Background: an optimization exercise with open tools, aiming at small area. Do not read the settings as production practice. Function was checked by simulation only, so behaviour that the tests miss may differ from the original. Power figures rest on the tool's default switching activity, not on a simulated workload.

==> v13: inputs <==
==> flow/design.v (excerpt) <==
module LiTE_DTU_160MHz_v2_0 (
			     CLK,
			     RST_b,
			     CALIBRATION_BUSY_1,
			     CALIBRATION_BUSY_10,
			     TEST_ENABLE,
			     GAIN_SEL_MODE,
			     fallback,
			     DATA12_g01,
			     DATA12_g10,
			     SATURATION_value,
			     BSL_VAL_g01,
			     BSL_VAL_g10,
			     losing_data,
			     DATA32_ATU_0,
			     DATA32_ATU_1,
			     DATA32_ATU_2,
			     DATA32_ATU_3,
			     Orbit,
			     shift_gain_10,
			     flush_b,
			     synch,
			     synch_pattern,
			     DATA32_0,
			     DATA32_1,
			     DATA32_2,
			     DATA32_3,
			     handshake);
Settings: LEC_CHECK=0, CAP_MARGIN=20, CORE_MARGIN=2, CORE_UTILIZATION=55, PLACE_DENSITY=0.7, SLEW_MARGIN=20; clock period 6.25 ns.
standard.sh (not shown) runs the stock make flow with config.mk's settings and CLKGATE_MAP_FILE= SYNTH_SCRIPT=/design/flow/synth_recipe.tcl, a recipe that flattens the netlist after the stock synthesis.
==> flow/flow/run.sh <==
#!/bin/bash
set -euo pipefail
CTS="-sink_clustering_enable -repair_clock_nets -sink_clustering_size 36 -sink_clustering_max_diameter 70 -root_buf sky130_fd_sc_hd__clkbuf_16 -buf_list sky130_fd_sc_hd__clkbuf_16 -sink_clustering_buffer sky130_fd_sc_hd__clkbuf_16 -dont_use_dummy_load"
bash standard.sh "BUFFER_PORTS_ARGS=-buffer_cell sky130_fd_sc_hd__buf_1" "CTS_ARGS=$CTS" finish > standard_flow.log 2>&1
==> v12 (differences from v13) <==
==> flow/flow/run.sh (replaced) <==
#!/bin/bash
# The standard layout, with three changes to how the layout is made:
#  1. after the standard synthesis, its combinational logic is mapped again
#     for area (ABC deepsyn + area mapping); every register keeps its name,
#     its cell type and its connections, and the netlist is checked for that
#  2. port buffers use the smallest buffer cell (buf_1)
#  3. clock tree: clkbuf_16 buffers, sink clusters of up to 28, no dummy loads
# Each tool writes its full output to a log file in this folder.
set -euo pipefail
WORK=$(pwd)
FLOWDIR=$WORK/flow
R=$WORK/orfs/results/$FLOW_PLATFORM/LiTE_DTU_160MHz_v2_0/base
LIB=$FLOW_HOME/platforms/$FLOW_PLATFORM/lib/sky130_fd_sc_hd__tt_025C_1v80.lib
YOSYS=$(command -v yosys || true)
[[ -x "$YOSYS" ]] || YOSYS=$FLOW_HOME/../tools/install/yosys/bin/yosys

CTS="-sink_clustering_enable -repair_clock_nets -sink_clustering_size 28 -sink_clustering_max_diameter 75 -root_buf sky130_fd_sc_hd__clkbuf_16 -buf_list sky130_fd_sc_hd__clkbuf_16 -sink_clustering_buffer sky130_fd_sc_hd__clkbuf_16 -dont_use_dummy_load"
ARGS=("BUFFER_PORTS_ARGS=-buffer_cell sky130_fd_sc_hd__buf_1" "CTS_ARGS=$CTS")

# 1. standard synthesis
bash standard.sh "${ARGS[@]}" synth > standard_synth.log 2>&1
cp "$R/1_2_yosys.v" "$WORK/netlist_standard.v"

# 2. re-map the combinational logic
remap() {
  local seq
  seq=$(grep -oE "sky130_fd_sc_hd__[a-z0-9_]*df[a-z0-9_]*" netlist_standard.v | sort -u | tr '\n' ' ')
  [[ "$seq" == "sky130_fd_sc_hd__dfxtp_1 sky130_fd_sc_hd__edfxtp_1 " ]] || { echo "unexpected register cells: $seq"; return 1; }
  sed -E 's/\bsky130_fd_sc_hd__(e?dfxtp_1) /KEEP__\1 /' netlist_standard.v > netlist_keep.v
  local du
  du=$(grep -o -- "-dont_use [^ ]*" "$WORK/orfs/logs/$FLOW_PLATFORM/LiTE_DTU_160MHz_v2_0/base/1_2_yosys.log" | sort -u | tr '\n' ' ')
  [[ -n "$du" ]] || { echo "no dont_use list"; return 1; }
  # the re-mapping, on the cells' library functions
  cat > remap.ys <<EOY
read_liberty -wb -ignore_miss_func $LIB
read_verilog -lib $FLOWDIR/keep_cells.v
read_verilog netlist_keep.v
hierarchy -check -top $FLOW_TOP
flatten -wb
opt -purge
techmap
opt -fast
abc -liberty $LIB $du -script $FLOWDIR/area.abc
opt_clean -purge
write_verilog -noattr -nohex -nodec netlist_abc_keep.v
EOY
  "$YOSYS" -s remap.ys > remap_yosys.log 2>&1 || { echo "yosys remap failed"; return 1; }
  # the finishing steps of the standard synthesis, on the library cells
  cat > finish.ys <<EOY
read_liberty -lib $LIB
read_verilog -lib $FLOWDIR/keep_cells.v
read_verilog netlist_abc_keep.v
hierarchy -check -top $FLOW_TOP
splitnets
opt_clean -purge
hilomap -singleton -hicell sky130_fd_sc_hd__conb_1 HI -locell sky130_fd_sc_hd__conb_1 LO
insbuf -buf sky130_fd_sc_hd__buf_4 A X
opt_clean -purge
check -assert
stat -liberty $LIB
write_verilog -noattr -nohex -nodec netlist_remap_keep.v
EOY
  "$YOSYS" -s finish.ys > finish_yosys.log 2>&1 || { echo "yosys finish failed"; return 1; }
  sed -E 's/\bKEEP__(e?dfxtp_1) /sky130_fd_sc_hd__\1 /' netlist_remap_keep.v > netlist_remap.v
  # the registers must be the same: names, cell types and count
  grep -E "^\s*sky130_fd_sc_hd__e?dfxtp_1 " netlist_standard.v | awk '{print $1, $2}' | sort > regs_standard.txt
  grep -E "^\s*sky130_fd_sc_hd__e?dfxtp_1 " netlist_remap.v | awk '{print $1, $2}' | sort > regs_remap.txt
  cmp -s regs_standard.txt regs_remap.txt || { echo "registers differ"; return 1; }
  [[ $(wc -l < regs_standard.txt) -gt 0 ]] || { echo "no registers found"; return 1; }
  ! grep -q "KEEP__" netlist_remap.v || { echo "stand-in left"; return 1; }
  return 0
}
if remap > remap.log 2>&1; then
  cp netlist_remap.v "$R/1_2_yosys.v"
  rm -f "$R/1_synth.odb" "$R/1_synth.sdc"
  echo "remapped netlist in use" >> remap.log
else
  echo "remap failed; standard netlist kept" >> remap.log
fi

# 3. the rest of the standard flow
bash standard.sh "${ARGS[@]}" finish > standard_finish.log 2>&1
==> flow/flow/area.abc (new file) <==
&get -n
&st
&deepsyn -T 120
&dch -f
&nf -a -R 1000
&put
==> flow/flow/keep_cells.v (new file) <==
// Stand-ins for the registers while the combinational logic is re-mapped:
// they are left untouched and renamed back to their library cells afterwards.
(* blackbox *)
module KEEP__dfxtp_1(input CLK, input D, output Q);
endmodule
(* blackbox *)
module KEEP__edfxtp_1(input CLK, input D, input DE, output Q);
endmodule
Settings changed: CORE_UTILIZATION 55 to 40, PLACE_DENSITY 0.7 to 0.6.
==> v36 (differences from v13) <==
==> flow/flow/run.sh (replaced) <==
#!/bin/bash
set -euo pipefail
CTS="-sink_clustering_enable -repair_clock_nets -sink_clustering_size 32 -sink_clustering_max_diameter 80 -root_buf sky130_fd_sc_hd__clkbuf_16 -buf_list sky130_fd_sc_hd__clkbuf_16 -sink_clustering_buffer sky130_fd_sc_hd__clkbuf_16 -dont_use_dummy_load"
bash standard.sh "BUFFER_PORTS_ARGS=-buffer_cell sky130_fd_sc_hd__buf_1" "CTS_ARGS=$CTS" finish > standard_flow.log 2>&1
Settings changed: CORE_UTILIZATION 55 to 40, PLACE_DENSITY 0.7 to 0.6.
==> run notes <==
In v12 the area after synthesis is smaller than in v36, by about 8%.
Total power, highest first: v36, v13, v12.
Cell count, lowest first: v13, v12, v36.
The highest die area belongs to v36, the lowest to v13.
Of v36 and v12, v36 has the higher hold slack (gap 24 ps).

==> re-timing with driven ports <==
Ports are ideal in the flow. The routed layouts listed here were re-timed in OpenROAD.
Step 1, drivers: a clkbuf_16 drives CLK and a buf_2 each remaining input, both assumed.
Step 2 times the ports against the registers' clock, not the clock port: input delays grow and output delays shrink by t, the midpoint of the rising clock arrivals with the driver on.
a / b / c = no drivers / after step 1 / after step 2; a / b = the first two.
| run | shift t [ns] | setup slack, ns | hold slack, ns | latest minus earliest clock arrival (ns) | slew at the worst register clock pin (ns) |
|---|---|---|---|---|---|
| v13 | 0.674 | 1.611 / 1.592 / 0.918 | 0.300 / 0.300 / 0.300 | 0.086 / 0.086 | 0.12 / 0.12 |
| v12 | 0.665 | 1.736 / 1.736 / 1.570 | 0.258 / 0.258 / 0.258 | 0.075 / 0.075 | 0.11 / 0.11 |
| v36 | 0.699 | 1.899 / 1.909 / 1.210 | 0.282 / 0.282 / 0.282 | 0.090 / 0.090 | 0.12 / 0.12 |
After both steps every run listed still meets setup and hold. The setup slack of v13, which loses most, moves by -0.019 ns with the drivers and by -0.693 ns with both steps.
